Source: an optimization exercise on an open RTL-to-GDS flow (aim: small area and a short achievable clock period). Production flows keep margins and buffers that such runs may drop. At most, simulation tests tie the RTL to the original design; equivalence was not proved. Function not checked in runs 5 to 7: the RTL went through the layout flow alone. No activity file was given, so power comes from the tool's default toggle rates.

==> flow/design.v <==
module RegularFuzzification(
  input        clock,
  input        reset,
  input        io_start,
  input  [9:0] io_inputs_0,
  input  [9:0] io_inputs_1,
  output       io_outResultValid,
  output [6:0] io_outResult
);
  function gt7(input [6:0] a, input [6:0] b);
    integer i;
    reg g;
    begin
      g = 1'b0;
      for (i = 0; i < 7; i = i + 1)
        g = (a[i] & ~b[i]) | (~(~a[i] & b[i]) & g);
      gt7 = g;
    end
  endfunction
  wire [9:0] xi = io_inputs_0;
  wire [7:0] yi = io_inputs_1[7:0];
  wire xa = xi > 10'd50,  xb = xi > 10'd150, xc = xi > 10'd200, xd = xi > 10'd300,
       xe = xi > 10'd350, xf = xi > 10'd450, xg = xi > 10'd500, xh = xi > 10'd550,
       xk = xi > 10'd600;
  wire a1 = xa && !xb, a2 = xb && !xc, a3 = xc && !xd, a5 = xe && !xf, a67 = xf && !xh,
       a78 = xg && !xk;
  wire [6:0] x7 = xi[6:0];
  wire [6:0] x1i = ({7{!xa}} & 7'd100)          | ({7{a1}}  & (7'd22 - x7)) |
                   ({7{a3}}  & (7'd44 - x7))     | ({7{a5}}  & (x7 + 7'd34)) |
                   ({7{a67}} & (7'd38 - x7));                    
  wire [6:0] x2i = ({7{a1}}  & (x7 + 7'd78))     | ({7{a3}}  & (x7 + 7'd56)) |
                   ({7{a78}} & (x7 + 7'd12))     | ({7{a2 || xk}} & 7'd100);   
  wire [1:0] ii  = {xe, xc};
  wire hxgi = (xi < 10'd100) || (xc && xi < 10'd250) || (xe && xi < 10'd525);
  wire hxei = (xi == 10'd100) || (xi == 10'd250) || (xd && !xe) || (xi == 10'd525);
  wire ya = yi > 8'd20,  yb = yi > 8'd40,  yc = yi > 8'd60,  yd = yi > 8'd80,
       ye = yi > 8'd100, yf = yi > 8'd120, yg = yi > 8'd140, yh = yi > 8'd160;
  wire [1:0] ji  = {yd, yb} == 2'b11 ? {1'b1, yf} : {1'b0, yb};
  wire s1 = ya && !yb, s2 = yc && !yd, s3 = ye && !yf, s4 = yg && !yh;
  wire [2:0] ty  = yi[4:2] + {s3 || s4, s1 || s3, 1'b1};
  wire [4:0] ti  = {ty, yi[1:0]};
  wire [6:0] t5i = {ti, 2'b00} + {2'b00, ti};
  wire [6:0] y2i = ({7{s1 || s2 || s3 || s4}} & t5i) | ({7{yh}} & 7'd100);
  reg [6:0] X1, X2, Y2;
  reg       i1, i0, j1, j0, hxg, hxe;
  always @(posedge clock) if (io_start) begin
    X1 <= x1i;  X2 <= x2i;  {i1, i0} <= ii;  hxg <= hxgi; hxe <= hxei;
    Y2 <= y2i;  {j1, j0} <= ji;
  end
  wire [6:0] Y1  = 7'd100 - Y2;
  wire       hyg = Y2 < 7'd50;
  wire       hye = Y2 == 7'd50;
  wire g11 = gt7(X1, Y1);
  wire g12 = gt7(X1, Y2);
  wire g21 = gt7(X2, Y1);
  wire g22 = gt7(X2, Y2);
  wire a_X1 = (i1 && j1 && !g12 && hxg) ||
      (i1 && j1 && j0 && !g11 && hxg) ||
      (i1 && j1 && j0 && g11 && !g12);
  wire a_X2 = (i1 && !j1 && j0 && !g22) ||
      (i1 && j1 && !g21 && !hxg) ||
      (i1 && j1 && !j0 && !g22 && !hxg) ||
      (i1 && j1 && !j0 && !g21 && g22);
  wire a_Y1 = (i1 && j1 && j0 && !g11 && g21) ||
      (i1 && j1 && g21 && hyg) ||
      (i1 && j1 && j0 && g11 && hyg);
  wire a_Y2 = (i1 && !j1 && j0 && g22) ||
      (i1 && j1 && !j0 && g12 && !g22) ||
      (i1 && j1 && g12 && !hyg) ||
      (i1 && j1 && !j0 && g22 && !hyg);
  wire n_X1 = (!j1 && !j0 && !g11 && hxg) ||
      (!i0 && !j1 && j0 && !g11) ||
      (!i1 && i0 && j1 && j0 && !g11) ||
      (!i1 && i0 && j1 && !g12 && !g22) ||
      (!i0 && !j1 && !g12 && !g22) ||
      (!i0 && j1 && !j0 && !g11 && g12);
  wire n_X2 = (i0 && !j1 && j0 && !g21) ||
      (!j1 && !j0 && !g21 && !hxg) ||
      (!i0 && j1 && j0 && !g21) ||
      (i0 && !j1 && !j0 && g21 && !g22) ||
      (!i0 && j1 && g11 && g21) ||
      (!i1 && i0 && !j1 && j0 && !g22) ||
      (!i1 && i0 && j1 && !j0 && !g21 && g22) ||
      (!i0 && j1 && !g12 && hxg) ||
      (!i1 && i0 && !j1 && !g12 && !g21);
  wire n_Y1 = (i1 && !j1 && j0 && g21) ||
      (i0 && !j1 && !j0 && g11 && !g21) ||
      (i0 && !j1 && g21 && hyg) ||
      (!i0 && !j0 && !g22 && hyg) ||
      (!i0 && !j1 && !j0 && !g11 && !g12) ||
      (!i1 && i0 && j1 && !j0 && !g11 && g21) ||
      (!i0 && !j1 && !g22 && hyg) ||
      (!i0 && j1 && j0 && g21 && hyg) ||
      (!i0 && j1 && !j0 && !g21 && !hyg) ||
      (!i1 && i0 && j1 && j0 && g11 && hyg);
  wire n_Y2 = (!i0 && j1 && !g11 && !hyg) ||
      (!i1 && i0 && j1 && !g21 && hxg && !hyg) ||
      (!i1 && i0 && !j1 && !g11 && g21 && !hyg) ||
      (!i0 && !j1 && g12 && !hyg) ||
      (!i1 && i0 && j1 && !j0 && g12 && !g22) ||
      (i1 && !j1 && !j0 && g22 && !hyg) ||
      (!i0 && j1 && !j0 && !g11 && !g12);
  wire n_c0 = (i1 && j0) ||
      (j1 && j0 && hyg) ||
      (i1 && !hxg && !hxe) ||
      (i0 && j1 && !j0 && !g22) ||
      (!i0 && j1 && !j0 && g21) ||
      (j1 && j0 && hye) ||
      (i0 && !j1 && !j0 && !hxg && !hxe && hyg) ||
      (i1 && g21) ||
      (i0 && j1 && j0 && !g11) ||
      (!i0 && j1 && j0 && !g21) ||
      (i0 && !j1 && !j0 && g21 && hye);
  wire n_c1 = (i1) ||
      (i0 && !j1 && j0) ||
      (i0 && j1 && !j0 && g22) ||
      (j1 && j0 && g11 && g21) ||
      (i0 && !j1 && g21 && !g22) ||
      (i0 && j0 && !g21 && !hyg && !hye) ||
      (!i0 && j1 && j0 && g21 && !g22) ||
      (i0 && !j1 && !g11 && !hyg && !hye) ||
      (!i0 && j1 && j0 && g22 && !hyg && !hye);
  wire o_X1 = (i0 && !j1 && !g12) ||
      (i1 && j1 && !j0 && !g11) ||
      (!i0 && j1 && j0 && !g11) ||
      (i0 && !j1 && j0 && !g11) ||
      (!i0 && j1 && !g12 && !g22) ||
      (i0 && j1 && !j0 && !g21 && g22) ||
      (i0 && j1 && !j0 && !g11 && g12);
  wire o_X2 = (!i0 && !j1 && !g22) ||
      (!i1 && i0 && j1 && !g12 && !g22) ||
      (!i1 && i0 && j1 && j0 && !g21) ||
      (!i0 && !j1 && j0 && !g21) ||
      (!i0 && j1 && !j0 && !g21 && g22);
  wire o_Y1 = (i1 && j1 && !j0 && g11) ||
      (i0 && !j1 && j0 && g11 && hyg) ||
      (!i0 && j1 && !j0 && g21 && g22) ||
      (i0 && j1 && !j0 && g11 && !g21) ||
      (!i0 && !j1 && j0 && !g12 && hyg) ||
      (!i0 && j1 && j0 && !g22 && hyg) ||
      (!i1 && i0 && j1 && j0 && g21 && hyg);
  wire o_Y2 = (i0 && !j1 && !j0 && g12) ||
      (!i0 && !j1 && !j0 && g22) ||
      (!i0 && j1 && g12 && !hyg) ||
      (i0 && !j1 && g12 && !hyg) ||
      (!i1 && i0 && j1 && g22 && !hyg) ||
      (!i0 && !j1 && g22 && !hyg) ||
      (!i0 && j1 && !j0 && !g21 && !g22) ||
      (!i1 && i0 && j1 && !j0 && !g12 && g22);
  wire o_c3 = (i1) ||
      (i0 && j1 && j0) ||
      (i0 && j1 && g21);
  function [6:0] pick(input s1, input s2, input s3, input s4,
                      input [6:0] a, input [6:0] b, input [6:0] c, input [6:0] d);
    pick = ({7{s1}} & a) | ({7{s2}} & b) | ({7{s3}} & c) | ({7{s4}} & d);
  endfunction
  wire [6:0] ov = pick(o_X1, o_X2, o_Y1, o_Y2, X1, X2, Y1, Y2);
  wire [6:0] nv = pick(n_X1, n_X2, n_Y1, n_Y2, X1, X2, Y1, Y2);
  wire [6:0] av = pick(a_X1, a_X2, a_Y1, a_Y2, X1, X2, Y1, Y2);
  reg [6:0] rov, rnv;
  reg       ro3;
  reg [1:0] rnk;
  always @(posedge clock) if (io_start) begin
    rov <= ov;
    ro3 <= o_c3;
    rnv <= nv;
    rnk <= {n_c1, n_c0};
  end
  reg [6:0] rov2;
  reg       ro32;
  always @(posedge clock) if (io_start) begin
    rov2 <= rov;
    ro32 <= ro3;
  end
  wire [1:0] ok = {ro32, 1'b1};
  wire       take_new = gt7(rnv, rov2) || (rnv == rov2 && rnk < ok);
  wire [6:0] bv = take_new ? rnv : rov2;
  wire [1:0] bk = take_new ? rnk : ok;
  reg  [6:0] wv;
  reg  [2:0] wi;
  always @(posedge clock) if (io_start) begin
    wv <= bv;
    wi <= gt7(av, bv) ? 3'd4 : (bv == 7'd0) ? 3'd0 : {1'b0, bk};
  end
  reg  [6:0] wv2;
  reg  [2:0] wi2;
  always @(posedge clock) if (io_start) begin
    wv2 <= wv;
    wi2 <= wi;
  end
  wire r24gt = i1 && i0 && j1 && j0 && gt7(X2, wv2) && gt7(Y2, wv2);
  wire [2:0] fin = (wi2[2] || r24gt) ? 3'd4 : wi2;
  reg [2:0] f1, f2, f3, f4;
  always @(posedge clock) if (io_start) begin
    f1 <= fin;
    f2 <= f1;
    f3 <= f2;
    f4 <= f3;
  end
  assign io_outResultValid = 1'b0;
  assign io_outResult = io_start ? {4'd0, f4} : 7'd0;
endmodule
==> flow/run.sh <==
#!/bin/bash
# synth_recipe.tcl (not shown) runs the flow's synth.tcl, then flattens the netlist and writes it again
# the make line also repeats each setting of config.mk as NAME=value (left out here)
make -C /OpenROAD-flow-scripts/flow DESIGN_CONFIG=/design/flow/config.mk WORK_HOME=/design/flow/orfs CLKGATE_MAP_FILE= SYNTH_SCRIPT=/design/flow/synth_recipe.tcl finish
==> flow/config.mk <==
export PLATFORM = sky130hd
export DESIGN_NAME = RegularFuzzification
export DESIGN_NICKNAME = RegularFuzzification
export VERILOG_FILES = /design/flow/design.v
export SDC_FILE = /design/flow/constraint.sdc
export NUM_CORES = 4
export LEC_CHECK = 0
export ABC_AREA = 1
export CAP_MARGIN = 20
export CORE_MARGIN = 2
export CORE_UTILIZATION = 40
export CTS_BUF_LIST = sky130_fd_sc_hd__clkbuf_4 sky130_fd_sc_hd__clkbuf_8
export CTS_CLUSTER_SIZE = 30
export SETUP_SLACK_MARGIN = 4.2
export SLEW_MARGIN = 20
==> flow/constraint.sdc <==
create_clock -name core_clock -period 8.0 [get_ports {clock}]
set_input_delay 1.6000 -clock core_clock [delete_from_list [all_inputs] [get_ports {clock}]]
set_output_delay 1.6000 -clock core_clock [all_outputs]
set_load 0.01 [all_outputs]
==> impl_metrics.tcl, run 1 <==
set metrics [dict create \
    grt_use_met1 0.307 \
    leakage_nw 3.39 \
    drtIter0Drc 494 \
    maxClockFrequency_ghz 0.257 \
    cts-buffers-inserted 9 \
    yosysWarnings 1 \
    ys_dominant_reg_cell "sky130_fd_sc_hd__edfxtp_1" \
    floorplan.core_area_um2 16600 \
    data_required_time_at_the_worst_endpoint_ns 8.14 \
    timing.critical_path.slowest_cell_delay_ns 0.33 \
    tritoncts "done" \
    finish.net_count 980 \
    worst_pin_slew_ns 1.14 \
    setup.worst_path.class "in2reg" \
    netlist_top_cells_area "sky130_fd_sc_hd__edfxtp_1 (37%), sky130_fd_sc_hd__nand2_1 (11%), sky130_fd_sc_hd__inv_1 (7.1%)" \
    grt_util_all_layers 0.218 \
    grt_pass1_wl_mm 30.7 \
    timing.critical_path.from_type "input port" \
    part_of_the_yosys_area_used_for_sequential_elements 0.371 \
    portBuffers 22 \
    syn_inst 890 \
    place_congestion 0.962 \
    routed_via_density 5.48 \
    drt-wirelength-per-cell_um 16.9 \
    slew_headroom 0.236 \
    worst_ep_arrival_time_ns 4.03 \
    cts.htree.levels 3 \
    number_of_remaining_drc_errors 0 \
    yosysTopAreaCell "sky130_fd_sc_hd__edfxtp_1" \
    cts.clk_slew.worst_paths_ns 0.09 \
    cellPowerDensity_nw_per_um2 231 \
    max_cap_violation_count 0 \
    final_period_minus_worst_setup_slack_ns 3.89 \
    cts_root_buf "sky130_fd_sc_hd__clkbuf_8" \
    clkLatencyLatePin_ns 0.38 \
    worstSetupEndpointType "register" \
    worst_ir_drop_vdd_mv 0.112 \
    dpl.hpwl_mm 14.2 \
    yosys.cell_count.top_type "sky130_fd_sc_hd__nand2_1" \
    final.setup.tns_ns 0 \
    grt_util_met3 0.0412 \
    design.die.area_um2 18100 \
    clock_tree.buffer_depth 2 \
    clock_sinks 84 \
    synth_top_cells_by_count "sky130_fd_sc_hd__nand2_1 (200), sky130_fd_sc_hd__inv_1 (128), sky130_fd_sc_hd__nor2_1 (102)" \
    synthDominantCellAreaShare 0.371 \
    netlist-cell-type-count 56 \
    busiest_layer "met2" \
    synth.cell_area_um2 6810 \
    wl_mm 19.3 \
    grt_util_met2 0.340 \
    i_o_pins 31 \
    syn_area_per_cell_um2 7.65 \
    die_height_um 134 \
    rsz_0062_raised_after_global_routing "yes" \
    finalCritPeriodShare 0.486 \
    number_of_endpoints_failing_setup_at_the_final_stage 0 \
    areaGrowthSynthToFinish_pct 12.8 \
    yosys_register_bits 84 \
    grt_start_max_net_pins 52 \
    final_cell_count_no_fill 1143 \
    std_cell_rows 47 \
    postSynth.asyncResetShare 0 \
    drt_first_pass_iters 5 \
    start_util 0.410 \
    num_antenna_cells 0 \
    timing.critical_path.fanout_max 2 \
    detail-route-antenna-nets 0 \
    worst_setup_skew_after_layout_ns 0.0113 \
    final_hold_vio_count 0 \
    crit_path_cell_trace "buf_8 > nor2_4 > inv_2 > nor2_4 > inv_2 > nor2_4 > nand4_1 > o21ai_2 > a21oi_2 > fa_2 > xor2_1 > xor2_1 > ha_1 > inv_2 > nor2_1 > inv_1 > a21oi_2 > a21oi_1 > o21ai_1 > nand2_1" \
    outcome "complete, no violations" \
    timing.hold.worst.class "reg2reg" \
    drv_slew 0 \
    dp_cells 1113 \
    die_width_um 134 \
    overflow 0 \
    first_global_vias 5796 \
    final_layout_size_suffix_gt1_frac 0.133 \
    total_via_count_after_detailed_routing 6268 \
    initial_antenna_violation_count 0 \
    cpMaxStageDelayCell "sky130_fd_sc_hd__fa_2" \
    synth-edff-count 84 \
]
## cell type report
cell class | count | area [µm²]
clock inverter | 7 | 128
fill | 1674 | 8900
clock buffer | 9 | 124
inverter | 146 | 557
tap | 220 | 275
multi-input combinational | 640 | 3720
sequential | 84 | 2520
timing repair buffer | 37 | 357
## flip-flops by register name, indices dropped and copies added (netlist names)
name  cells
f3        3
i0        1
X1        7
rov       7
ro32      1
wi2       3
hxg       1
wi        3
rov2      7
X2        7
f1        3
wv2       7
i1        1
j1        1
Y2        7
hxe       1
f4        3
ro3       1
rnk       2
f2        3
wv        7
rnv       7
j0        1
## cell usage in the layout (no fill, tap or decap), types with 7 or more instances in the layout
master	count
sky130_fd_sc_hd__nand2_1	198
sky130_fd_sc_hd__inv_1	119
sky130_fd_sc_hd__nor2_1	96
sky130_fd_sc_hd__edfxtp_1	84
sky130_fd_sc_hd__o21ai_0	43
sky130_fd_sc_hd__ha_1	37
sky130_fd_sc_hd__nand3_1	36
sky130_fd_sc_hd__a21oi_1	26
sky130_fd_sc_hd__inv_2	21
sky130_fd_sc_hd__o221ai_1	18
sky130_fd_sc_hd__nand2_2	14
sky130_fd_sc_hd__o2111ai_1	14
sky130_fd_sc_hd__xor2_1	14
sky130_fd_sc_hd__nand4_1	13
sky130_fd_sc_hd__buf_4	13
sky130_fd_sc_hd__o22ai_1	12
sky130_fd_sc_hd__nor3_1	11
sky130_fd_sc_hd__nand3_2	10
sky130_fd_sc_hd__o21ai_1	10
sky130_fd_sc_hd__clkbuf_8	9
sky130_fd_sc_hd__a31oi_1	7
sky130_fd_sc_hd__dlygate4sd2_1	7
## power breakdown
group | switching, mW | total, mW | internal, mW
clock | 0.175 | 0.387 | 0.212
sequential | 0.0696 | 0.685 | 0.616
combinational | 0.477 | 0.705 | 0.228
## metal layers
layer  part of all wire  vias to the layer above
li1                   -                     3075
met1               0.47                     2903
met2               0.45                      257
met3              0.061                       33
met4              0.023                        0
met5                  0                        -
## worst max-delay path, delay by kind of cell
family | cells | cell delay, ns
AO/OA/AOI/OAI | 5 | 0.56
adder cells (fa/ha/maj) | 2 | 0.64
AND/OR/NAND/NOR | 6 | 0.55
buffers and inverters | 5 | 0.33
XOR/XNOR | 2 | 0.33
## final timing paths
path                                     start     end  slack, ns  cells after the start
worst max register to register           Y2[1]  rnv[5]       4.49                     19
worst min register to register           f1[0]   f2[0]       0.42                      0
worst max-delay path            io_inputs_1[0]   Y2[6]       4.11                     20
worst min-delay path                     f1[0]   f2[0]       0.42                      0
## stage by stage
step	util	cell area, µm²	hold WS, ns	worst slack (ns)	power, mW
after floorplan	-	6850	0.400	3.92	1.16
after global placement	0.436	7230	0.400	3.06	1.36
after detailed placement	0.436	7230	0.405	3.09	1.36
after CTS	0.460	7630	0.426	4.11	1.77
after global routing	0.463	7680	0.430	3.99	1.90
final	0.463	7680	0.424	4.11	1.78
## cell families (layout without fill, tap and decap cells)
logic type	count (synthesis)	count (layout)	synth area share
AND/OR/NAND/NOR	405	405	0.266
AO/OA/AOI/OAI	173	173	0.166
buffers and inverters	170	199	0.0991
flip-flops	84	84	0.371
adder cells (fa/ha/maj)	39	39	0.0739
XOR/XNOR	18	18	0.0243
other	1	5	0.000551
## timing repair
item | CTS | global route
pin swaps | 13 | 6
cloned | 1 | 0
buffers inserted | 9 | 4
gates resized for setup | 59 | 22
endpoints found under the setup margin | 21 | 21
hold buffers | 0 | 0
==> inputs of run 2 (changes only) <==
--- a/flow/config.mk
+++ b/flow/config.mk
@@ -12,3 +12,3 @@
 export CTS_BUF_LIST = sky130_fd_sc_hd__clkbuf_4 sky130_fd_sc_hd__clkbuf_8
-export CTS_CLUSTER_SIZE = 30
+export CTS_CLUSTER_SIZE = 40
 export SETUP_SLACK_MARGIN = 4.2
==> impl_metrics.tcl, run 2 <==
set metrics [dict create \
    std_cell_rows 47 \
    floorplan.core_area_um2 16600 \
    final_hold_vio_count 0 \
    portBuffers 22 \
    finish.net_count 980 \
    synthDominantCellAreaShare 0.371 \
    yosysWarnings 1 \
    syn_area_per_cell_um2 7.65 \
    synth-simple-area-share 0.266 \
    grt_start_max_net_pins 52 \
    final_layout_size_suffix_gt1_frac 0.133 \
    netlist_top_cells_area "sky130_fd_sc_hd__edfxtp_1 (37%), sky130_fd_sc_hd__nand2_1 (11%), sky130_fd_sc_hd__inv_1 (7.1%)" \
    synth-compound-area-share 0.166 \
    tritoncts "done" \
    synth_top_family_by_area "simple AND/OR/NAND/NOR gates" \
    initial_antenna_violation_count 0 \
    rsz_0062_raised_after_global_routing "yes" \
    first_global_vias 5796 \
    detail-route-antenna-nets 0 \
    yosys.area_share.xor_xnor 0.0243 \
    cts_root_buf "sky130_fd_sc_hd__clkbuf_8" \
    timing.critical_path.slowest_cell_delay_ns 0.33 \
    clkLatencyLatePin_ns 0.38 \
    postSynth.asyncResetShare 0 \
    number_of_endpoints_failing_setup_at_the_final_stage 0 \
    grt_pass1_wl_mm 30.7 \
    busiest_layer "met2" \
    clock_sinks 84 \
    yosysTopAreaCell "sky130_fd_sc_hd__edfxtp_1" \
    synth-edff-count 84 \
    data_required_time_at_the_worst_endpoint_ns 8.14 \
    drtIter0Drc 494 \
    leakage_nw 3.39 \
    final_design_area_no_fill_um2 7680 \
    worstSetupEndpointType "register" \
    ys_dominant_reg_cell "sky130_fd_sc_hd__edfxtp_1" \
    routed_via_density 5.48 \
    syn_inst 890 \
    dp_cells 1113 \
    place_congestion 0.962 \
    cts.clk_slew.worst_paths_ns 0.09 \
    yosys-mux-area-fraction 0 \
    worst_setup_skew_after_layout_ns 0.0113 \
    slew_headroom 0.236 \
    drt-wirelength-per-cell_um 16.9 \
    setup.worst_path.class "in2reg" \
    cpMaxStageDelayCell "sky130_fd_sc_hd__fa_2" \
    dpl.hpwl_mm 14.2 \
    timing.critical_path.from_type "input port" \
    yosys_register_bits 84 \
    cts-buffers-inserted 9 \
    combined_area_of_the_multi_input_logic_cells_um2 3720 \
    layout_common_cells "sky130_fd_sc_hd__nand2_1 (198), sky130_fd_sc_hd__inv_1 (119), sky130_fd_sc_hd__nor2_1 (96)" \
    number_of_remaining_drc_errors 0 \
    design.die.area_um2 18100 \
    mostFrequentLayoutCell "sky130_fd_sc_hd__nand2_1" \
    max_cap_violation_count 0 \
    post_dp_cell_area_um2 7230 \
    yosys.cell_count.top_type "sky130_fd_sc_hd__nand2_1" \
    cts.htree.levels 3 \
    netlist-cell-type-count 56 \
    die_height_um 134 \
    part_of_the_yosys_area_used_for_sequential_elements 0.371 \
    outcome "complete, no violations" \
    die_width_um 134 \
    worst_pin_slew_ns 1.14 \
    postCtsHoldBufs 0 \
    timing.hold.worst.class "reg2reg" \
    i_o_pins 31 \
    grt_util_all_layers 0.218 \
    timing.critical_path.fanout_max 2 \
    wl_mm 19.3 \
    grt_use_met1 0.307 \
    total_via_count_after_detailed_routing 6268 \
    clock_tree.buffer_depth 2 \
    worst_ep_arrival_time_ns 4.03 \
    synth_adder_area_share 0.0739 \
    num-fill-cells 1674 \
    synth_top_cells_by_count "sky130_fd_sc_hd__nand2_1 (200), sky130_fd_sc_hd__inv_1 (128), sky130_fd_sc_hd__nor2_1 (102)" \
    ff_latch_area_um2 2520 \
    start_util 0.410 \
    final.setup.tns_ns 0 \
    grt_util_met3 0.0412 \
    crit_path_cell_trace "buf_8 > nor2_4 > inv_2 > nor2_4 > inv_2 > nor2_4 > nand4_1 > o21ai_2 > a21oi_2 > fa_2 > xor2_1 > xor2_1 > ha_1 > inv_2 > nor2_1 > inv_1 > a21oi_2 > a21oi_1 > o21ai_1 > nand2_1" \
    cellPowerDensity_nw_per_um2 231 \
    areaGrowthSynthToFinish_pct 12.8 \
    maxClockFrequency_ghz 0.257 \
    grt_util_met2 0.340 \
    final_cell_count_no_fill 1143 \
    synth.cell_area_um2 6810 \
    finalCritPeriodShare 0.486 \
    overflow 0 \
    num_antenna_cells 0 \
    drv_slew 0 \
    final_period_minus_worst_setup_slack_ns 3.89 \
    drt_first_pass_iters 5 \
    worst_ir_drop_vdd_mv 0.112 \
]
## run 2: cell counts after synthesis
No cell type changed its count.
## run 2: stage by stage
step | utilization | worst slack (ns) | hold WS (ns) | total power, mW
5_1_grt | 0.463 | 3.99 | 0.430 | 1.90
2_1_floorplan | - | 3.92 | 0.400 | 1.16
6_report | 0.463 | 4.11 | 0.424 | 1.78
3_3_place_gp | 0.436 | 3.06 | 0.400 | 1.36
3_5_place_dp | 0.436 | 3.09 | 0.405 | 1.36
4_1_cts | 0.460 | 4.11 | 0.426 | 1.77
## run 2: final timing paths
check                  from  endpoint  slack [ns]  depth (start not counted)
max          io_inputs_1[0]     Y2[6]        4.11                         20
min                   f1[0]     f2[0]        0.42                          0
max reg2reg           Y2[1]    rnv[5]        4.49                         19
min reg2reg           f1[0]     f2[0]        0.42                          0
## run 2: kinds of logic (layout without fill, tap and decap cells)
kind of cell    count (synthesis)  in the layout
compound gates                173            173
fa+ha+maj                      39             39
simple gates                  405            405
buf+inv                       170            199
xor+xnor                       18             18
other cells                     1              5
flops                          84             84
## run 2: per-layer routing
layer / up-vias / part of all wire
met5: - / 0
met4: 0 / 0.023
met3: 33 / 0.061
met2: 257 / 0.45
met1: 2903 / 0.47
li1: 3075 / -
## run 2: power by group
group          leakage (nW)  internal, mW  switching [mW]
Clock                 0.126         0.212           0.175
Combinational          2.44         0.228           0.477
Sequential            0.824         0.616          0.0696
Total                  3.39          1.06           0.722
## run 2: area by class of cell
cell class	count	share of cell area
Inverter	146	0.0725
Sequential cell	84	0.328
Clock buffer	9	0.0161
Timing Repair Buffer	37	0.0464
Tap cell	220	0.0358
Multi-Input combinational cell	640	0.484
Clock inverter	7	0.0166
## run 2: worst max-delay path: cells and delay by family
kind                     cells  cell delay, ns
adder cells (fa/ha/maj)      2            0.64
AO/OA/AOI/OAI                5            0.56
AND/OR/NAND/NOR              6            0.55
buffers and inverters        5            0.33
XOR/XNOR                     2            0.33
## run 2: what timing repair did
action | in CTS | in global routing
gates cloned | 1 | 0
setup buffers | 9 | 4
gates resized for setup | 59 | 22
pin swaps | 13 | 6
endpoints found under the setup margin | 21 | 21
==> inputs of run 3 (changes only) <==
--- a/flow/config.mk
+++ b/flow/config.mk
@@ -12,3 +12,4 @@
 export CTS_BUF_LIST = sky130_fd_sc_hd__clkbuf_4 sky130_fd_sc_hd__clkbuf_8
-export CTS_CLUSTER_SIZE = 40
+export CTS_CLUSTER_SIZE = 30
+export PLACE_DENSITY = 0.7
 export SETUP_SLACK_MARGIN = 4.2
==> impl_metrics.tcl, run 3 <==
set metrics [dict create \
    ff_latch_area_um2 2520 \
    total_power_consumption_of_the_routed_design_mw 1.71 \
    yosys.cell_count.top_type "sky130_fd_sc_hd__nand2_1" \
    drtIter0Drc 649 \
    ys_dominant_reg_cell "sky130_fd_sc_hd__edfxtp_1" \
    worstSetupEndpointType "register" \
    yosysWarnings 1 \
    netlist_top_cells_area "sky130_fd_sc_hd__edfxtp_1 (37%), sky130_fd_sc_hd__nand2_1 (11%), sky130_fd_sc_hd__inv_1 (7.1%)" \
    synth.cell_area_um2 6810 \
    post_dp_cell_area_um2 7230 \
    total_via_count_after_detailed_routing 6362 \
    fin_worst_hold_slack_ns 0.413 \
    final_hold_vio_count 0 \
    portBuffers 22 \
    timing.critical_path.from_type "input port" \
    max_cap_violation_count 0 \
    dp_slack_ns 3.12 \
    final_core_util 0.464 \
    clkLatencyLatePin_ns 0.38 \
    timing.hold.worst.class "reg2reg" \
    syn_area_per_cell_um2 7.65 \
    maxClockFrequency_ghz 0.254 \
    dr_wl_met3_mm 1.59 \
    floorplan.core_area_um2 16600 \
    dpl.hpwl_mm 13.3 \
    place_congestion 0.935 \
    worst_ep_arrival_time_ns 4.08 \
    grt_util_all_layers 0.216 \
    finish.net_count 988 \
    routed_via_density 5.53 \
    setup_ws_ns 4.07 \
    timing.critical_path.slowest_cell_delay_ns 0.49 \
    part_of_the_yosys_area_used_for_sequential_elements 0.371 \
    drt-met1-wl_mm 8.50 \
    drt-wirelength-per-cell_um 16.6 \
    synth_top_cells_by_count "sky130_fd_sc_hd__nand2_1 (200), sky130_fd_sc_hd__inv_1 (128), sky130_fd_sc_hd__nor2_1 (102)" \
    critical-path-top-delay-family "adder cells" \
    timing.critical_path.fanout_max 5 \
    overflow 0 \
    die_width_um 134 \
    first_global_vias 5913 \
    slew_headroom 0.345 \
    cts_root_buf "sky130_fd_sc_hd__clkbuf_8" \
    setup.worst_path.class "in2reg" \
    drv_slew 0 \
    grt_pass1_wl_mm 30.5 \
    detail-route-antenna-nets 0 \
    cts.clk_slew.worst_paths_ns 0.10 \
    finalCritPeriodShare 0.492 \
    data_required_time_at_the_worst_endpoint_ns 8.15 \
    setup.reg_to_reg.worst_slack_ns 4.55 \
    synth-edff-count 84 \
    cellPowerDensity_nw_per_um2 222 \
    i_o_pins 31 \
    die_height_um 134 \
    hold_depth 0 \
    areaGrowthSynthToFinish_pct 13.1 \
    leakage_nw 3.41 \
    postSynth.asyncResetShare 0 \
    initial_antenna_violation_count 0 \
    number_of_endpoints_failing_setup_at_the_final_stage 0 \
    wl_mm 19.1 \
    synthDominantCellAreaShare 0.371 \
    start_util 0.410 \
    std_cell_rows 47 \
    drt_first_pass_iters 5 \
    final_design_area_no_fill_um2 7700 \
    cp.depth 15 \
    depth_of_the_most_critical_reg_to_reg_path 19 \
    number_of_remaining_drc_errors 0 \
    final.setup.tns_ns 0 \
    met2_length_mm 8.31 \
    final_cell_count_no_fill 1151 \
    design.die.area_um2 18100 \
    grt_start_max_net_pins 44 \
    netlist-cell-type-count 56 \
    outcome "complete, no violations" \
    dp_cells 1113 \
    rsz_0062_raised_after_global_routing "yes" \
    worstPathBufferInverterCount 6 \
    postCtsHoldBufs 0 \
    clock_tree.buffer_depth 2 \
    crit_path_cell_trace "dlygate4sd2_1 > inv_1 > nor3_2 > a21oi_2 > nand4_1 > inv_1 > a21oi_2 > fa_2 > fa_1 > nor2_1 > inv_1 > buf_4 > buf_4 > nand2_1 > a21oi_1" \
    yosys_register_bits 84 \
    highest_layer "met4" \
    cts-buffers-inserted 9 \
    cts.htree.levels 3 \
    worst_setup_skew_after_layout_ns 0.0183 \
    clock_sinks 84 \
    mostFrequentLayoutCell "sky130_fd_sc_hd__nand2_1" \
    syn_inst 890 \
    critical_path.most_common_cell "sky130_fd_sc_hd__inv_1" \
    yosysTopAreaCell "sky130_fd_sc_hd__edfxtp_1" \
    tritoncts "done" \
    final_layout_size_suffix_gt1_frac 0.139 \
    cpMaxStageDelayCell "sky130_fd_sc_hd__fa_2" \
    final_period_minus_worst_setup_slack_ns 3.93 \
    combined_area_of_the_multi_input_logic_cells_um2 3700 \
    worst_ir_drop_vdd_mv 0.113 \
    num-fill-cells 1664 \
    num_antenna_cells 0 \
    layout_common_cells "sky130_fd_sc_hd__nand2_1 (199), sky130_fd_sc_hd__inv_1 (122), sky130_fd_sc_hd__nor2_1 (96)" \
    worst_pin_slew_ns 0.981 \
]
run 3: cell type report:
type	count	share of cell area
clock buffers	9	0.0161
clock inverters	7	0.0107
inverters	146	0.0723
multi-input cells	640	0.480
flip-flops and latches	84	0.328
well taps	220	0.0357
repair buffers	45	0.0574
run 3: layer usage:
metal | vias up | global-route usage
li1 | 3105 | -
met1 | 2891 | 0.299
met2 | 305 | 0.325
met3 | 61 | 0.0495
met4 | 0 | 0.0871
met5 | - | 0
run 3: power by group:
part	internal [mW]	total, mW	switching [mW]
combinational	0.234	0.705	0.472
clock	0.149	0.323	0.174
sequential	0.616	0.684	0.0683
run 3: worst register-to-register path, stage by stage (launching register included):
cell and delay [ns]:
sky130_fd_sc_hd__edfxtp_1 0.47, sky130_fd_sc_hd__inv_2 0.17, sky130_fd_sc_hd__ha_1 0.19, sky130_fd_sc_hd__inv_1 0.04
sky130_fd_sc_hd__nand2_1 0.15, sky130_fd_sc_hd__nand2_1 0.08, sky130_fd_sc_hd__nand2_1 0.06, sky130_fd_sc_hd__nand2_1 0.16
sky130_fd_sc_hd__inv_1 0.14, sky130_fd_sc_hd__nand2_1 0.07, sky130_fd_sc_hd__nand3_2 0.10, sky130_fd_sc_hd__nand3_2 0.09
sky130_fd_sc_hd__nand2_2 0.23, sky130_fd_sc_hd__a21oi_1 0.12, sky130_fd_sc_hd__o21ai_0 0.18, sky130_fd_sc_hd__o21ai_0 0.12
sky130_fd_sc_hd__nor2_2 0.26, sky130_fd_sc_hd__inv_1 0.16, sky130_fd_sc_hd__o21ai_0 0.18, sky130_fd_sc_hd__o221ai_1 0.18
run 3: logic make-up after synthesis:
group,share of synthesized area
buf+inv,0.0991
fa+ha+maj,0.0739
simple gates,0.266
flops,0.371
compound gates,0.166
xor+xnor,0.0243
other cells,0.000551
run 3: final timing paths:
kind	end	from
hold / removal	f3[0]	f2[0]
setup / recovery	Y2[4]	io_inputs_1[6]
hold reg to reg	f3[0]	f2[0]
setup reg to reg	rnv[0]	Y2[0]
run 3: timing repair:
action / CTS / global route
cloned: 2 / 0
gates resized for setup: 58 / 21
setup endpoints to repair: 21 / 21
pin swaps: 15 / 10
setup buffers: 12 / 8
endpoints found under the hold margin: 0 / 0
==> inputs of run 4 (changes only) <==
--- a/flow/config.mk
+++ b/flow/config.mk
@@ -13,3 +13,4 @@
 export CTS_CLUSTER_SIZE = 30
-export PLACE_DENSITY = 0.7
+export GPL_ROUTABILITY_DRIVEN = 0
+export GPL_TIMING_DRIVEN = 0
 export SETUP_SLACK_MARGIN = 4.2
==> impl_metrics.tcl, run 4 <==
set metrics [dict create \
    number_of_remaining_drc_errors 0 \
    cellPowerDensity_nw_per_um2 221 \
    overflow 0 \
    yosys_register_bits 84 \
    dp_slack_ns 3.00 \
    start_util 0.410 \
    part_of_the_yosys_area_used_for_sequential_elements 0.371 \
    timing.hold.worst.class "reg2reg" \
    fin_worst_hold_slack_ns 0.414 \
    portBuffers 20 \
    worst_setup_skew_after_layout_ns 0.0176 \
    ys_dominant_reg_cell "sky130_fd_sc_hd__edfxtp_1" \
    timing.critical_path.from_type "input port" \
    worst_pin_slew_ns 0.910 \
    final_layout_size_suffix_gt1_frac 0.156 \
    clock_tree.buffer_depth 2 \
    number_of_endpoints_failing_setup_at_the_final_stage 0 \
    synthDominantCellAreaShare 0.371 \
    die_height_um 134 \
    netlist-cell-type-count 56 \
    final.setup.tns_ns 0 \
    maxClockFrequency_ghz 0.258 \
    max_cap_violation_count 0 \
    leakage_nw 3.49 \
    drt_first_pass_iters 5 \
    final_period_minus_worst_setup_slack_ns 3.88 \
    setup.reg_to_reg.worst_slack_ns 4.55 \
    timing.critical_path.fanout_max 2 \
    data_required_time_at_the_worst_endpoint_ns 8.12 \
    clock_sinks 84 \
    grt_start_max_net_pins 28 \
    first_global_vias 5984 \
    outcome "complete, no violations" \
    finish.net_count 1008 \
    layout_common_cells "sky130_fd_sc_hd__nand2_1 (198), sky130_fd_sc_hd__inv_1 (120), sky130_fd_sc_hd__nor2_1 (95)" \
    setup.worst_path.class "in2reg" \
    drv_slew 0 \
    post_dp_cell_area_um2 7350 \
    grt_pass1_wl_mm 31.1 \
    dp_cells 1135 \
    postSynth.asyncResetShare 0 \
    worstSetupEndpointType "register" \
    routed_via_density 5.45 \
    clkLatencyLatePin_ns 0.38 \
    netlist_top_cells_area "sky130_fd_sc_hd__edfxtp_1 (37%), sky130_fd_sc_hd__nand2_1 (11%), sky130_fd_sc_hd__inv_1 (7.1%)" \
    mostFrequentLayoutCell "sky130_fd_sc_hd__nand2_1" \
    rsz_0062_raised_after_global_routing "yes" \
    postCtsHoldBufs 0 \
    dpl.hpwl_mm 14.4 \
    yosys.cell_count.top_type "sky130_fd_sc_hd__nand2_1" \
    slew_headroom 0.388 \
    final_design_area_no_fill_um2 7880 \
    num_antenna_cells 0 \
    drtIter0Drc 452 \
    total_power_consumption_of_the_routed_design_mw 1.74 \
    yosysTopAreaCell "sky130_fd_sc_hd__edfxtp_1" \
    final_core_util 0.475 \
    synth.cell_area_um2 6810 \
    finalCritPeriodShare 0.485 \
    design.die.area_um2 18100 \
    floorplan.core_area_um2 16600 \
    setup_ws_ns 4.12 \
    tritoncts "done" \
    synth-edff-count 84 \
    cts.htree.levels 3 \
    cts.clk_slew.worst_paths_ns 0.09 \
    syn_inst 890 \
    detail-route-antenna-nets 0 \
    i_o_pins 31 \
    areaGrowthSynthToFinish_pct 15.8 \
    synth_top_cells_by_count "sky130_fd_sc_hd__nand2_1 (200), sky130_fd_sc_hd__inv_1 (128), sky130_fd_sc_hd__nor2_1 (102)" \
    yosysWarnings 1 \
    worst_ep_arrival_time_ns 4.00 \
    cts_root_buf "sky130_fd_sc_hd__clkbuf_8" \
    syn_area_per_cell_um2 7.65 \
    die_width_um 134 \
    total_via_count_after_detailed_routing 6377 \
    initial_antenna_violation_count 0 \
    grt_util_all_layers 0.220 \
    std_cell_rows 47 \
    final_hold_vio_count 0 \
    final_cell_count_no_fill 1171 \
    drt-wirelength-per-cell_um 16.5 \
    worst_ir_drop_vdd_mv 0.0882 \
    wl_mm 19.3 \
    cts-buffers-inserted 9 \
]
==> run 4: cell counts after synthesis <==
Identical to the previous run, type by type.
==> run 4: logic make-up after synthesis <==
family,synth area share
and+or+nand+nor,0.266
AOI/OAI and AO/OA,0.166
buffers and inverters,0.0991
DFF,0.371
adders and majority gates,0.0739
xor gates and xnor gates,0.0243
other,0.000551
==> run 4: worst paths after layout <==
check	from	endpoint	cells past startpoint
worst max-delay path	io_inputs_1[0]	Y2[6]	20
worst min register to register	f1[2]	f2[2]	0
worst max register to register	Y2[1]	rnv[5]	17
worst min-delay path	f1[2]	f2[2]	0
==> run 4: layout make-up <==
type / instances / area, µm²
clock inverter: 7 / 103
clock buffer: 9 / 124
tap: 220 / 275
fill: 1663 / 8700
sequential: 84 / 2520
timing repair buffer: 41 / 444
inverter: 146 / 558
multi-input combinational: 640 / 3710
buffer: 24 / 140
==> run 4: power breakdown <==
group	switching [mW]	internal, mW	leakage [nW]	total, mW
logic	0.485	0.242	2.55	0.727
registers	0.0553	0.615	0.824	0.671
clock network	0.165	0.181	0.117	0.345
==> run 4: layer usage <==
layer | part of all wire | vias up | global-route usage
li1 | - | 3144 | -
met1 | 0.44 | 2920 | 0.285
met2 | 0.46 | 259 | 0.353
met3 | 0.063 | 54 | 0.0420
met4 | 0.041 | 0 | 0.106
met5 | 0 | - | 0
==> run 4: critical path, stage by stage <==
cell                      delay [ns]
sky130_fd_sc_hd__buf_8          0.10
sky130_fd_sc_hd__nor2_4         0.10
sky130_fd_sc_hd__inv_2          0.05
sky130_fd_sc_hd__nor2_4         0.09
sky130_fd_sc_hd__inv_2          0.06
sky130_fd_sc_hd__nor2_4         0.08
sky130_fd_sc_hd__nand4_1        0.11
sky130_fd_sc_hd__o21ai_2        0.19
sky130_fd_sc_hd__a21oi_2        0.08
sky130_fd_sc_hd__fa_2           0.33
sky130_fd_sc_hd__xor2_1         0.15
sky130_fd_sc_hd__xor2_1         0.19
sky130_fd_sc_hd__ha_1           0.31
sky130_fd_sc_hd__inv_2          0.04
sky130_fd_sc_hd__nor2_1         0.09
sky130_fd_sc_hd__inv_1          0.06
sky130_fd_sc_hd__a21oi_2        0.13
sky130_fd_sc_hd__a21oi_1        0.08
sky130_fd_sc_hd__o21ai_1        0.08
sky130_fd_sc_hd__nand2_1        0.08
==> run 4: repair_timing <==
action | 4_1_cts | 5_1_grt
endpoints found under the setup margin | 22 | 10
pin swaps | 12 | 11
setup buffers | 14 | 3
gates cloned | 3 | 0
resized for setup | 64 | 25
==> inputs of run 5 (changes only) <==
--- a/flow/design.v
+++ b/flow/design.v
@@ -178,16 +178,19 @@
   wire [1:0] bk = take_new ? rnk : ok;
+  wire       a_wins = gt7(av, bv);
   reg  [6:0] wv;
-  reg  [2:0] wi;
-  always @(posedge clock) if (io_start) begin
-    wv <= bv;
-    wi <= gt7(av, bv) ? 3'd4 : (bv == 7'd0) ? 3'd0 : {1'b0, bk};
+  reg  [1:0] wk;
+  always @(posedge clock) if (io_start) begin
+    wv <= a_wins ? 7'd0 : bv;
+    wk <= a_wins ? 2'd1 : (bv == 7'd0) ? 2'd0 : bk;
   end
   reg  [6:0] wv2;
-  reg  [2:0] wi2;
+  reg  [1:0] wk2;
   always @(posedge clock) if (io_start) begin
     wv2 <= wv;
-    wi2 <= wi;
-  end
-  wire r24gt = i1 && i0 && j1 && j0 && gt7(X2, wv2) && gt7(Y2, wv2);
-  wire [2:0] fin = (wi2[2] || r24gt) ? 3'd4 : wi2;
+    wk2 <= wk;
+  end
+  wire [6:0] m22 = g22 ? Y2 : X2;                  
+  wire r24gt = i1 && i0 && j1 && j0 && gt7(m22, wv2);
+  wire a_won = (wv2 == 7'd0) && (wk2 != 2'd0);
+  wire [2:0] fin = (a_won || r24gt) ? 3'd4 : {1'b0, wk2};
   reg [2:0] f1, f2, f3, f4;
--- a/flow/config.mk
+++ b/flow/config.mk
@@ -13,5 +13,3 @@
 export CTS_CLUSTER_SIZE = 30
-export GPL_ROUTABILITY_DRIVEN = 0
-export GPL_TIMING_DRIVEN = 0
-export SETUP_SLACK_MARGIN = 4.2
+export SETUP_SLACK_MARGIN = 4.1
 export SLEW_MARGIN = 20
==> impl_metrics.tcl, run 5 <==
set metrics [dict create \
    outcome "complete, no violations" \
    final.setup.tns_ns 0 \
    clock_tree.buffer_depth 2 \
    busiest_layer "met2" \
    worst_setup_skew_after_layout_ns 0.0110 \
    yosys_register_bits 82 \
    max_cap_violation_count 0 \
    grt_util_met2 0.354 \
    cts.htree.levels 3 \
    syn_area_per_cell_um2 7.52 \
    setup_ws_ns 4.14 \
    syn_inst 911 \
    grt_util_all_layers 0.217 \
    layout_common_cells "sky130_fd_sc_hd__nand2_1 (218), sky130_fd_sc_hd__inv_1 (127), sky130_fd_sc_hd__nor2_1 (85)" \
    synth.cell_area_um2 6850 \
    data_required_time_at_the_worst_endpoint_ns 8.14 \
    drt_first_pass_iters 5 \
    startpoint "io_inputs_1[1]" \
    grt_start_max_net_pins 43 \
    final_period_minus_worst_setup_slack_ns 3.86 \
    timing.critical_path.from_type "input port" \
    part_of_the_yosys_area_used_for_sequential_elements 0.360 \
    start_util 0.411 \
    drtIter0Drc 539 \
    yosys.cell_count.top_type "sky130_fd_sc_hd__nand2_1" \
    yosysWarnings 1 \
    dpl.hpwl_mm 13.9 \
    tritoncts "done" \
    finish.net_count 1008 \
    first_global_vias 5882 \
    design.die.area_um2 18200 \
    synth-compound-area-share 0.157 \
    place_congestion 0.942 \
    grt_pass1_wl_mm 30.8 \
    die_width_um 135 \
    yosysTopAreaCell "sky130_fd_sc_hd__edfxtp_1" \
    worst_ep_arrival_time_ns 4.00 \
    synth-simple-area-share 0.278 \
    finalCritPeriodShare 0.482 \
    maxClockFrequency_ghz 0.259 \
    cts-buffers-inserted 9 \
    cts_root_buf "sky130_fd_sc_hd__clkbuf_8" \
    synth_top_cells_by_count "sky130_fd_sc_hd__nand2_1 (219), sky130_fd_sc_hd__inv_1 (135), sky130_fd_sc_hd__nor2_1 (88)" \
    leakage_nw 3.52 \
    final_core_util 0.465 \
    ys_dominant_reg_cell "sky130_fd_sc_hd__edfxtp_1" \
    combined_area_of_the_multi_input_logic_cells_um2 3760 \
    dp_slack_ns 3.17 \
    total_via_count_after_detailed_routing 6281 \
    drt-wirelength-per-cell_um 16.2 \
    yosys.area_share.xor_xnor 0.0267 \
    i_o_pins 31 \
    die_height_um 135 \
    timing.critical_path.fanout_max 4 \
    synth-edff-count 82 \
    mostFrequentLayoutCell "sky130_fd_sc_hd__nand2_1" \
    clock_sinks 82 \
    initial_antenna_violation_count 0 \
    std_cell_rows 47 \
    floorplan.core_area_um2 16600 \
    worst_ir_drop_vdd_mv 0.0884 \
    number_of_remaining_drc_errors 0 \
    ff_latch_area_um2 2460 \
    timing.hold.worst.start "wv[4]" \
    postSynth.asyncResetShare 0 \
    areaGrowthSynthToFinish_pct 12.9 \
    worstSetupEndpointType "register" \
    yosys-mux-area-fraction 0 \
    wl_mm 18.9 \
    num_antenna_cells 0 \
    r2r_start "Y2[1]" \
    clkLatencyLatePin_ns 0.37 \
    final_hold_vio_count 0 \
    overflow 0 \
    synthDominantCellAreaShare 0.360 \
    worst_pin_slew_ns 0.803 \
    routed_via_density 5.36 \
    setup.worst_path.class "in2reg" \
    netlist-cell-type-count 50 \
    final_layout_size_suffix_gt1_frac 0.139 \
    rsz_0062_raised_after_global_routing "yes" \
    grt_use_met1 0.286 \
    drv_slew 0 \
    number_of_endpoints_failing_setup_at_the_final_stage 0 \
    timing.hold.worst.class "reg2reg" \
    num-fill-cells 1701 \
    synth_adder_area_share 0.0749 \
    slew_headroom 0.465 \
    synth_top_family_by_area "simple AND/OR/NAND/NOR gates" \
    cts.clk_slew.worst_paths_ns 0.09 \
    netlist_top_cells_area "sky130_fd_sc_hd__edfxtp_1 (36%), sky130_fd_sc_hd__nand2_1 (12%), sky130_fd_sc_hd__inv_1 (7.4%)" \
    detail-route-antenna-nets 0 \
    cellPowerDensity_nw_per_um2 228 \
    portBuffers 22 \
    grt_util_met3 0.0383 \
]
-- run 5: cell types whose count changed after synthesis, moves of 3 or more --
cell / delta
sky130_fd_sc_hd__nor2_2: +4
sky130_fd_sc_hd__o221ai_1: -8
sky130_fd_sc_hd__o211ai_1: +3
sky130_fd_sc_hd__nand3_1: +7
sky130_fd_sc_hd__a211oi_1: +3
sky130_fd_sc_hd__clkinv_1: -5
sky130_fd_sc_hd__inv_1: +7
sky130_fd_sc_hd__o2111ai_1: -3
sky130_fd_sc_hd__or2_1: +3
sky130_fd_sc_hd__a221o_1: -3
sky130_fd_sc_hd__a22oi_1: +3
sky130_fd_sc_hd__nand2_1: +19
sky130_fd_sc_hd__nor2_1: -14
-- run 5: where the power goes --
| part | leakage (nW) | total [mW] | switching [mW] | internal, mW |
|---|---|---|---|---|
| sequential | 0.802 | 0.678 | 0.0683 | 0.609 |
| combinational | 2.61 | 0.777 | 0.522 | 0.256 |
| clock | 0.103 | 0.309 | 0.160 | 0.149 |
-- run 5: logic make-up (layout without fill, tap and decap cells) --
group,Yosys count,count (layout)
AND/OR/NAND/NOR,423,423
buffers and inverters,177,213
AO/OA/AOI/OAI,168,168
flip-flops,82,82
adder cells (fa/ha/maj),40,40
XOR/XNOR,20,20
other,1,5
-- run 5: final cells by class --
| cell class | instances | area share |
|---|---|---|
| Clock buffer | 9 | 0.0160 |
| Clock inverter | 7 | 0.0104 |
| Inverter | 150 | 0.0743 |
| Multi-Input combinational cell | 656 | 0.486 |
| Sequential cell | 82 | 0.318 |
| Tap cell | 220 | 0.0356 |
| Timing Repair Buffer | 47 | 0.0591 |
-- run 5: what timing repair did --
action	in CTS	in global routing
hold buffers	0	0
endpoints found under the setup margin	20	21
pin swaps	8	11
resized for setup	38	28
buffers inserted	12	11
gates cloned	2	0
-- run 5: final timing paths --
check	endpoint	slack, ns	depth (start not counted)
max reg2reg	wv[3]	4.46	25
min reg2reg	wv2[4]	0.42	0
max	Y2[6]	4.14	20
min	wv2[4]	0.42	0
-- run 5: stage by stage --
stage | std cells | total power, mW | cell area [µm²] | hold slack [ns]
after global placement | 1130 | 1.43 | 7240 | 0.401
after floorplan | 915 | 1.21 | 6880 | 0.400
after detailed placement | 1130 | 1.43 | 7240 | 0.405
after global routing | 1171 | 1.90 | 7730 | 0.418
after CTS | 1160 | 1.76 | 7620 | 0.416
final | 1171 | 1.76 | 7730 | 0.416
-- run 5: per-layer routing --
metal,wire (µm),share of wire
met1,8330,0.44
met5,0,0
met4,551,0.029
met3,975,0.051
met2,9080,0.48
-- run 5: critical path: stages --
cell                      delay (ns)
sky130_fd_sc_hd__buf_8          0.10
sky130_fd_sc_hd__nor2_4         0.12
sky130_fd_sc_hd__inv_2          0.06
sky130_fd_sc_hd__nor2_4         0.14
sky130_fd_sc_hd__inv_2          0.05
sky130_fd_sc_hd__a21oi_2        0.14
sky130_fd_sc_hd__nand4_1        0.13
sky130_fd_sc_hd__inv_1          0.10
sky130_fd_sc_hd__a21oi_2        0.04
sky130_fd_sc_hd__fa_2           0.35
sky130_fd_sc_hd__xor2_2         0.15
sky130_fd_sc_hd__xor2_1         0.18
sky130_fd_sc_hd__ha_1           0.29
sky130_fd_sc_hd__inv_2          0.05
sky130_fd_sc_hd__nor2_2         0.09
sky130_fd_sc_hd__inv_1          0.07
sky130_fd_sc_hd__a21oi_2        0.13
sky130_fd_sc_hd__a21oi_1        0.07
sky130_fd_sc_hd__o21ai_1        0.07
sky130_fd_sc_hd__nand2_1        0.06
==> inputs of run 6 (changes only) <==
--- a/flow/config.mk
+++ b/flow/config.mk
@@ -13,3 +13,3 @@
 export CTS_CLUSTER_SIZE = 30
-export SETUP_SLACK_MARGIN = 4.1
+export SETUP_SLACK_MARGIN = 4.2
 export SLEW_MARGIN = 20
==> impl_metrics.tcl, run 6 <==
set metrics [dict create \
    net-switching-power_mw 0.747 \
    clkLatencyLatePin_ns 0.38 \
    portBuffers 22 \
    setup_ws_ns 4.15 \
    final_layout_size_suffix_gt1_frac 0.146 \
    die_width_um 135 \
    final_cell_count_no_fill 1170 \
    setup.reg_to_reg.worst_slack_ns 4.59 \
    ff_latch_area_um2 2460 \
    first_global_vias 5712 \
    fin_worst_hold_slack_ns 0.421 \
    cts_root_buf "sky130_fd_sc_hd__clkbuf_8" \
    num_antenna_cells 0 \
    critical_path.most_common_cell "sky130_fd_sc_hd__inv_2" \
    postSynth.asyncResetShare 0 \
    power.share.combinational 0.442 \
    synth-edff-count 82 \
    ys_dominant_reg_cell "sky130_fd_sc_hd__edfxtp_1" \
    p_sw_frac 0.423 \
    drtIter0Drc 434 \
    yosys.cell_count.top_type "sky130_fd_sc_hd__nand2_1" \
    yosysWarnings 1 \
    yosysTopAreaCell "sky130_fd_sc_hd__edfxtp_1" \
    start_util 0.411 \
    timing.critical_path.fanout_max 3 \
    crit_path_cell_trace "buf_8 > nor2_4 > inv_2 > nor2_4 > inv_2 > a21oi_2 > nand4_1 > inv_2 > a21oi_2 > fa_2 > xor2_2 > xor2_1 > ha_1 > inv_2 > nor2_1 > inv_1 > a21oi_2 > a21oi_1 > o21ai_1 > nand2_1" \
    setup.worst_path.class "in2reg" \
    worst_pin_slew_ns 0.850 \
    dp_slack_ns 3.19 \
    power.share.clock 0.175 \
    drt-wirelength-per-cell_um 15.9 \
    timing.hold.worst.start "f1[1]" \
    syn_area_per_cell_um2 7.52 \
    overflow 0 \
    total_via_count_after_detailed_routing 6190 \
    leakage_nw 3.50 \
    synth.cell_area_um2 6850 \
    die_height_um 135 \
    r2r_start "Y2[1]" \
    finish.net_count 1007 \
    data_required_time_at_the_worst_endpoint_ns 8.13 \
    detail-route-antenna-nets 0 \
    place_congestion 0.941 \
    num-fill-cells 1681 \
    areaGrowthSynthToFinish_pct 13.3 \
    netlist-cell-type-count 50 \
    i_o_pins 31 \
    clock_sinks 82 \
    power.share.sequential 0.383 \
    synth_top_cells_by_count "sky130_fd_sc_hd__nand2_1 (219), sky130_fd_sc_hd__inv_1 (135), sky130_fd_sc_hd__nor2_1 (88)" \
    finalCritPeriodShare 0.482 \
    part_of_the_yosys_area_used_for_sequential_elements 0.360 \
    hold_depth 0 \
    cellPowerDensity_nw_per_um2 228 \
    grt_util_all_layers 0.209 \
    wl_mm 18.6 \
    holdPathEnd "f2[1]" \
    grt_start_max_net_pins 43 \
    routed_via_density 5.29 \
    number_of_endpoints_failing_setup_at_the_final_stage 0 \
    slew_headroom 0.433 \
    depth_of_the_most_critical_reg_to_reg_path 25 \
    cpMaxStageDelayCell "sky130_fd_sc_hd__fa_2" \
    intPower_mw 1.02 \
    final_period_minus_worst_setup_slack_ns 3.85 \
    netlist_top_cells_area "sky130_fd_sc_hd__edfxtp_1 (36%), sky130_fd_sc_hd__nand2_1 (12%), sky130_fd_sc_hd__inv_1 (7.4%)" \
    final.setup.tns_ns 0 \
    timing.critical_path.from_type "input port" \
    timing.hold.worst.class "reg2reg" \
    worstSetupEndpointType "register" \
    cts.clk_slew.worst_paths_ns 0.09 \
    number_of_remaining_drc_errors 0 \
    maxClockFrequency_ghz 0.260 \
    design.die.area_um2 18200 \
    dp_cells 1130 \
    cts-buffers-inserted 9 \
    worst_ir_drop_vdd_mv 0.0801 \
    syn_inst 911 \
    floorplan.core_area_um2 16600 \
    synthDominantCellAreaShare 0.360 \
    mostFrequentLayoutCell "sky130_fd_sc_hd__nand2_1" \
    yosys_register_bits 82 \
    worst_setup_skew_after_layout_ns 0.0183 \
    clock_tree.buffer_depth 2 \
    postCtsHoldBufs 0 \
    final_hold_vio_count 0 \
    cts.htree.levels 3 \
    drt_first_pass_iters 5 \
    initial_antenna_violation_count 0 \
    dpl.hpwl_mm 14.0 \
    timing.critical_path.slowest_cell_delay_ns 0.35 \
    drv_slew 0 \
    std_cell_rows 47 \
    layout_common_cells "sky130_fd_sc_hd__nand2_1 (216), sky130_fd_sc_hd__inv_1 (124), sky130_fd_sc_hd__nor2_1 (84)" \
    grt_pass1_wl_mm 29.8 \
    worst_ep_arrival_time_ns 3.98 \
    outcome "complete, no violations" \
    max_cap_violation_count 0 \
    rsz_0062_raised_after_global_routing "yes" \
    worst_r2r_endpoint "wv[3]" \
    combined_area_of_the_multi_input_logic_cells_um2 3780 \
    tritoncts "done" \
]
[run 6: power groups by stage]
stage                     registers, mW  clock network [mW]  logic, mW
after floorplan                   0.648                   0      0.566
after global placement            0.688                   0      0.746
after detailed placement          0.689                   0      0.744
after CTS                         0.680               0.318      0.758
after global routing              0.689               0.332      0.878
final                             0.677               0.309      0.780
[run 6: cell type report]
class	count	share of cell area
Multi-Input combinational cell	656	0.487
Clock inverter	6	0.00935
Sequential cell	82	0.317
Inverter	150	0.0742
Tap cell	220	0.0355
Clock buffer	10	0.0169
Timing Repair Buffer	46	0.0597
[run 6: worst max-delay path by stage]
stage | start | to | slack (ns) | depth (start not counted)
final | io_inputs_1[1] | Y2[6] | 4.15 | 20
after global routing | io_inputs_1[1] | Y2[6] | 4.04 | 20
after CTS | io_inputs_1[0] | Y2[6] | 4.17 | 20
after detailed placement | io_inputs_0[3] | X1[5] | 3.19 | 9
after global placement | io_inputs_0[3] | X1[5] | 3.17 | 9
after floorplan | io_inputs_1[4] | Y2[6] | 4.04 | 15
[run 6: metal layers]
layer	routed length, µm	global-route usage
met1	8340	0.278
met2	9000	0.353
met3	796	0.0225
met4	468	0.0754
met5	0	0
[run 6: repair_timing]
action                                  4_1_cts  5_1_grt
setup buffers                                10       12
endpoints found under the setup margin       21       23
hold endpoints to repair                      0        0
cloned                                        2        0
pin swaps                                    12       13
resized for setup                            53       20
[run 6: worst max-delay path, delay by kind of cell]
kind | cells | cell delay, ns
adder cells (fa/ha/maj) | 2 | 0.66
AND/OR/NAND/NOR | 5 | 0.49
XOR/XNOR | 2 | 0.35
AO/OA/AOI/OAI | 5 | 0.47
buffers and inverters | 6 | 0.41
[run 6: stage by stage]
stage	total power, mW	utilization	cell area (µm²)
global placement	1.43	0.436	7260
CTS	1.76	0.459	7640
floorplan	1.21	-	6900
finish	1.77	0.466	7760
global route	1.90	0.466	7760
detailed placement	1.43	0.436	7260
[run 6: logic make-up (layout without fill, tap and decap cells)]
| logic type | count (synthesis) | in the layout | synth area share |
|---|---|---|---|
| AND/OR/NAND/NOR | 423 | 423 | 0.278 |
| buffers and inverters | 177 | 212 | 0.103 |
| AO/OA/AOI/OAI | 168 | 168 | 0.157 |
| flip-flops | 82 | 82 | 0.360 |
| adder cells (fa/ha/maj) | 40 | 40 | 0.0749 |
| XOR/XNOR | 20 | 20 | 0.0267 |
| other | 1 | 5 | 0.000548 |
==> inputs of run 7 (changes only) <==
--- a/flow/design.v
+++ b/flow/design.v
@@ -26,8 +26,9 @@
        a78 = xg && !xk;
-  wire [6:0] x7 = xi[6:0];
-  wire [6:0] x1i = ({7{!xa}} & 7'd100)          | ({7{a1}}  & (7'd22 - x7)) |
-                   ({7{a3}}  & (7'd44 - x7))     | ({7{a5}}  & (x7 + 7'd34)) |
-                   ({7{a67}} & (7'd38 - x7));                    
-  wire [6:0] x2i = ({7{a1}}  & (x7 + 7'd78))     | ({7{a3}}  & (x7 + 7'd56)) |
-                   ({7{a78}} & (x7 + 7'd12))     | ({7{a2 || xk}} & 7'd100);   
+  wire [6:0] k2 = ({7{a1}} & 7'd78) | ({7{a3}} & 7'd56) | ({7{a78}} & 7'd12);
+  wire [6:0] x2s = xi[6:0] + k2;                            
+  wire [6:0] x2i = ({7{a1 || a3 || a78}} & x2s) | ({7{a2 || xk}} & 7'd100);
+  wire       neg = !a5;                                     
+  wire [6:0] k1 = ({7{a1}} & 7'd23) | ({7{a3}} & 7'd45) | ({7{a5}} & 7'd34) | ({7{a67}} & 7'd39);
+  wire [6:0] x1s = (xi[6:0] ^ {7{neg}}) + k1;
+  wire [6:0] x1i = ({7{a1 || a3 || a5 || a67}} & x1s) | ({7{!xa}} & 7'd100);
   wire [1:0] ii  = {xe, xc};
@@ -178,19 +179,16 @@
   wire [1:0] bk = take_new ? rnk : ok;
-  wire       a_wins = gt7(av, bv);
   reg  [6:0] wv;
-  reg  [1:0] wk;
-  always @(posedge clock) if (io_start) begin
-    wv <= a_wins ? 7'd0 : bv;
-    wk <= a_wins ? 2'd1 : (bv == 7'd0) ? 2'd0 : bk;
+  reg  [2:0] wi;
+  always @(posedge clock) if (io_start) begin
+    wv <= bv;
+    wi <= gt7(av, bv) ? 3'd4 : (bv == 7'd0) ? 3'd0 : {1'b0, bk};
   end
   reg  [6:0] wv2;
-  reg  [1:0] wk2;
+  reg  [2:0] wi2;
   always @(posedge clock) if (io_start) begin
     wv2 <= wv;
-    wk2 <= wk;
-  end
-  wire [6:0] m22 = g22 ? Y2 : X2;                  
-  wire r24gt = i1 && i0 && j1 && j0 && gt7(m22, wv2);
-  wire a_won = (wv2 == 7'd0) && (wk2 != 2'd0);
-  wire [2:0] fin = (a_won || r24gt) ? 3'd4 : {1'b0, wk2};
+    wi2 <= wi;
+  end
+  wire r24gt = i1 && i0 && j1 && j0 && gt7(X2, wv2) && gt7(Y2, wv2);
+  wire [2:0] fin = (wi2[2] || r24gt) ? 3'd4 : wi2;
   reg [2:0] f1, f2, f3, f4;
--- a/flow/config.mk
+++ b/flow/config.mk
@@ -13,3 +13,3 @@
 export CTS_CLUSTER_SIZE = 30
-export SETUP_SLACK_MARGIN = 4.2
+export SETUP_SLACK_MARGIN = 4.0
 export SLEW_MARGIN = 20
==> impl_metrics.tcl, run 7 <==
set metrics [dict create \
    total_power_consumption_of_the_routed_design_mw 1.92 \
    synthDominantCellAreaShare 0.378 \
    timing.critical_path.fanout_max 8 \
    maxClockFrequency_ghz 0.251 \
    max_cap_violation_count 0 \
    postCtsHoldBufs 0 \
    netlist-cell-type-count 57 \
    worst_ep_arrival_time_ns 4.10 \
    place_congestion 0.950 \
    i_o_pins 31 \
    cellPowerDensity_nw_per_um2 238 \
    worst_r2r_endpoint "rnv[6]" \
    postSynth.asyncResetShare 0 \
    setup.reg_to_reg.worst_slack_ns 4.39 \
    grt_util_met2 0.345 \
    cts-buffers-inserted 9 \
    outcome "complete, no violations" \
    timing.critical_path.slowest_cell_delay_ns 0.35 \
    die_width_um 133 \
    grt_util_met3 0.0453 \
    depth_of_the_most_critical_reg_to_reg_path 17 \
    worst_ir_drop_vdd_mv 0.112 \
    cts.htree.levels 3 \
    drv_slew 0 \
    yosys.cell_count.top_type "sky130_fd_sc_hd__nand2_1" \
    timing.hold.worst.class "reg2reg" \
    leakage_nw 3.64 \
    final_layout_size_suffix_gt1_frac 0.231 \
    number_of_endpoints_failing_setup_at_the_final_stage 0 \
    drt-wirelength-per-cell_um 15.9 \
    ff_latch_area_um2 2520 \
    layout_common_cells "sky130_fd_sc_hd__nand2_1 (186), sky130_fd_sc_hd__inv_1 (125), sky130_fd_sc_hd__edfxtp_1 (84)" \
    netlist_top_cells_area "sky130_fd_sc_hd__edfxtp_1 (38%), sky130_fd_sc_hd__nand2_1 (11%), sky130_fd_sc_hd__inv_1 (8.0%)" \
    crit_path_cell_trace "buf_6 > clkinvlp_4 > buf_4 > nor3_1 > nor4_4 > nor2_4 > nor2_4 > inv_1 > nor2_4 > inv_2 > ha_4 > a21oi_2 > inv_1 > a31oi_2 > nor2_1 > nor2_1 > inv_1 > a21oi_2 > xor2_1 > o21ai_1" \
    clkLatencyLatePin_ns 0.38 \
    die_height_um 133 \
    num-fill-cells 1600 \
    combined_area_of_the_multi_input_logic_cells_um2 3810 \
    worst_pin_slew_ns 1.05 \
    start_util 0.406 \
    first_global_vias 5972 \
    synth.cell_area_um2 6680 \
    tritoncts "done" \
    rsz_0062_raised_after_global_routing "yes" \
    final_period_minus_worst_setup_slack_ns 3.98 \
    dp_slack_ns 2.73 \
    cts_root_buf "sky130_fd_sc_hd__clkbuf_8" \
    yosysTopAreaCell "sky130_fd_sc_hd__edfxtp_1" \
    data_required_time_at_the_worst_endpoint_ns 8.12 \
    syn_area_per_cell_um2 7.63 \
    final_cell_count_no_fill 1169 \
    cts.clk_slew.worst_paths_ns 0.09 \
    grt_pass1_wl_mm 30.1 \
    setup.worst_path.end "X2[6]" \
    clock_sinks 84 \
    dpl.hpwl_mm 13.0 \
    routed_via_density 5.39 \
    floorplan.core_area_um2 16500 \
    setup.worst_path.class "in2reg" \
    worstSetupEndpointType "register" \
    number_of_remaining_drc_errors 0 \
    detail-route-antenna-nets 0 \
    timing.critical_path.from_type "input port" \
    cpMaxStageDelayCell "sky130_fd_sc_hd__nor3_1" \
    dp_cells 1100 \
    final.setup.tns_ns 0 \
    yosys_register_bits 84 \
    setup_ws_ns 4.02 \
    wl_mm 18.6 \
    slew_headroom 0.300 \
    num_antenna_cells 0 \
]
run 7: changes by cell type in the layout (fill, tap and decap cells not counted), moves of 9 or more:
cell,delta
sky130_fd_sc_hd__buf_4,+31
sky130_fd_sc_hd__nand2_1,-30
sky130_fd_sc_hd__ha_1,-10
sky130_fd_sc_hd__nand3_1,-10
sky130_fd_sc_hd__a21oi_1,-9
sky130_fd_sc_hd__nor2_4,+9
run 7: logic make-up after synthesis:
| logic type | count (synthesis) | share of synthesized area |
|---|---|---|
| compound gates | 153 | 0.152 |
| xor+xnor | 16 | 0.0221 |
| fa+ha+maj | 34 | 0.0682 |
| buf+inv | 178 | 0.109 |
| flops | 84 | 0.378 |
| other cells | 1 | 0.000561 |
| simple gates | 409 | 0.271 |
run 7: how the worst min path moves through the flow:
stage | endpoint | slack [ns] | from | cells past startpoint
after floorplan | f2[0] | 0.40 | f1[0] | 0
after global placement | f2[2] | 0.40 | f1[2] | 0
after detailed placement | rov2[5] | 0.40 | rov[5] | 0
after CTS | rov2[5] | 0.42 | rov[5] | 0
after global routing | wi2[2] | 0.43 | wi[2] | 0
final | rov2[5] | 0.42 | rov[5] | 0
run 7: critical path, delay by kind of cell:
family / cells / cell delay, ns
simple gates: 7 / 0.87
buf+inv: 7 / 0.76
compound gates: 4 / 0.47
fa+ha+maj: 1 / 0.23
xor+xnor: 1 / 0.15
run 7: repair_timing:
| item | in CTS | in global routing |
|---|---|---|
| endpoints found under the hold margin | 0 | 0 |
| gates resized for setup | 101 | 77 |
| endpoints found under the setup margin | 17 | 11 |
| setup buffers | 36 | 16 |
| pin swaps | 11 | 33 |
| gates cloned | 1 | 0 |
run 7: cell type report:
type,instances,share of cell area
well taps,220,0.0341
repair buffers,77,0.0846
multi-input cells,617,0.473
flip-flops and latches,84,0.313
inverters,155,0.0734
clock buffers,10,0.0163
clock inverters,6,0.00590
run 7: metrics by stage:
stage	hold WS, ns	util
CTS	0.420	0.472
detailed placement	0.405	0.436
floorplan	0.400	-
finish	0.418	0.490
global placement	0.400	0.436
global route	0.427	0.490
run 7: where the power goes:
| group | internal, mW | switching, mW | total [mW] |
|---|---|---|---|
| clock network | 0.120 | 0.165 | 0.285 |
| registers | 0.640 | 0.0810 | 0.721 |
| logic | 0.310 | 0.606 | 0.916 |
| total | 1.07 | 0.852 | 1.92 |
run 7: routing by layer:
layer	vias up	wire length, µm
met5	-	0
met4	0	465
met3	41	1180
met2	235	8560
met1	2934	8390
li1	3090	-

Check on run 7: ideal ports give 4.018 ns setup slack; a clkbuf_16 on the clock port and buf_2 on the inputs give 3.901 ns; moving port delays by the midpoint clock arrival (0.407 ns) as well gives 3.608 ns.
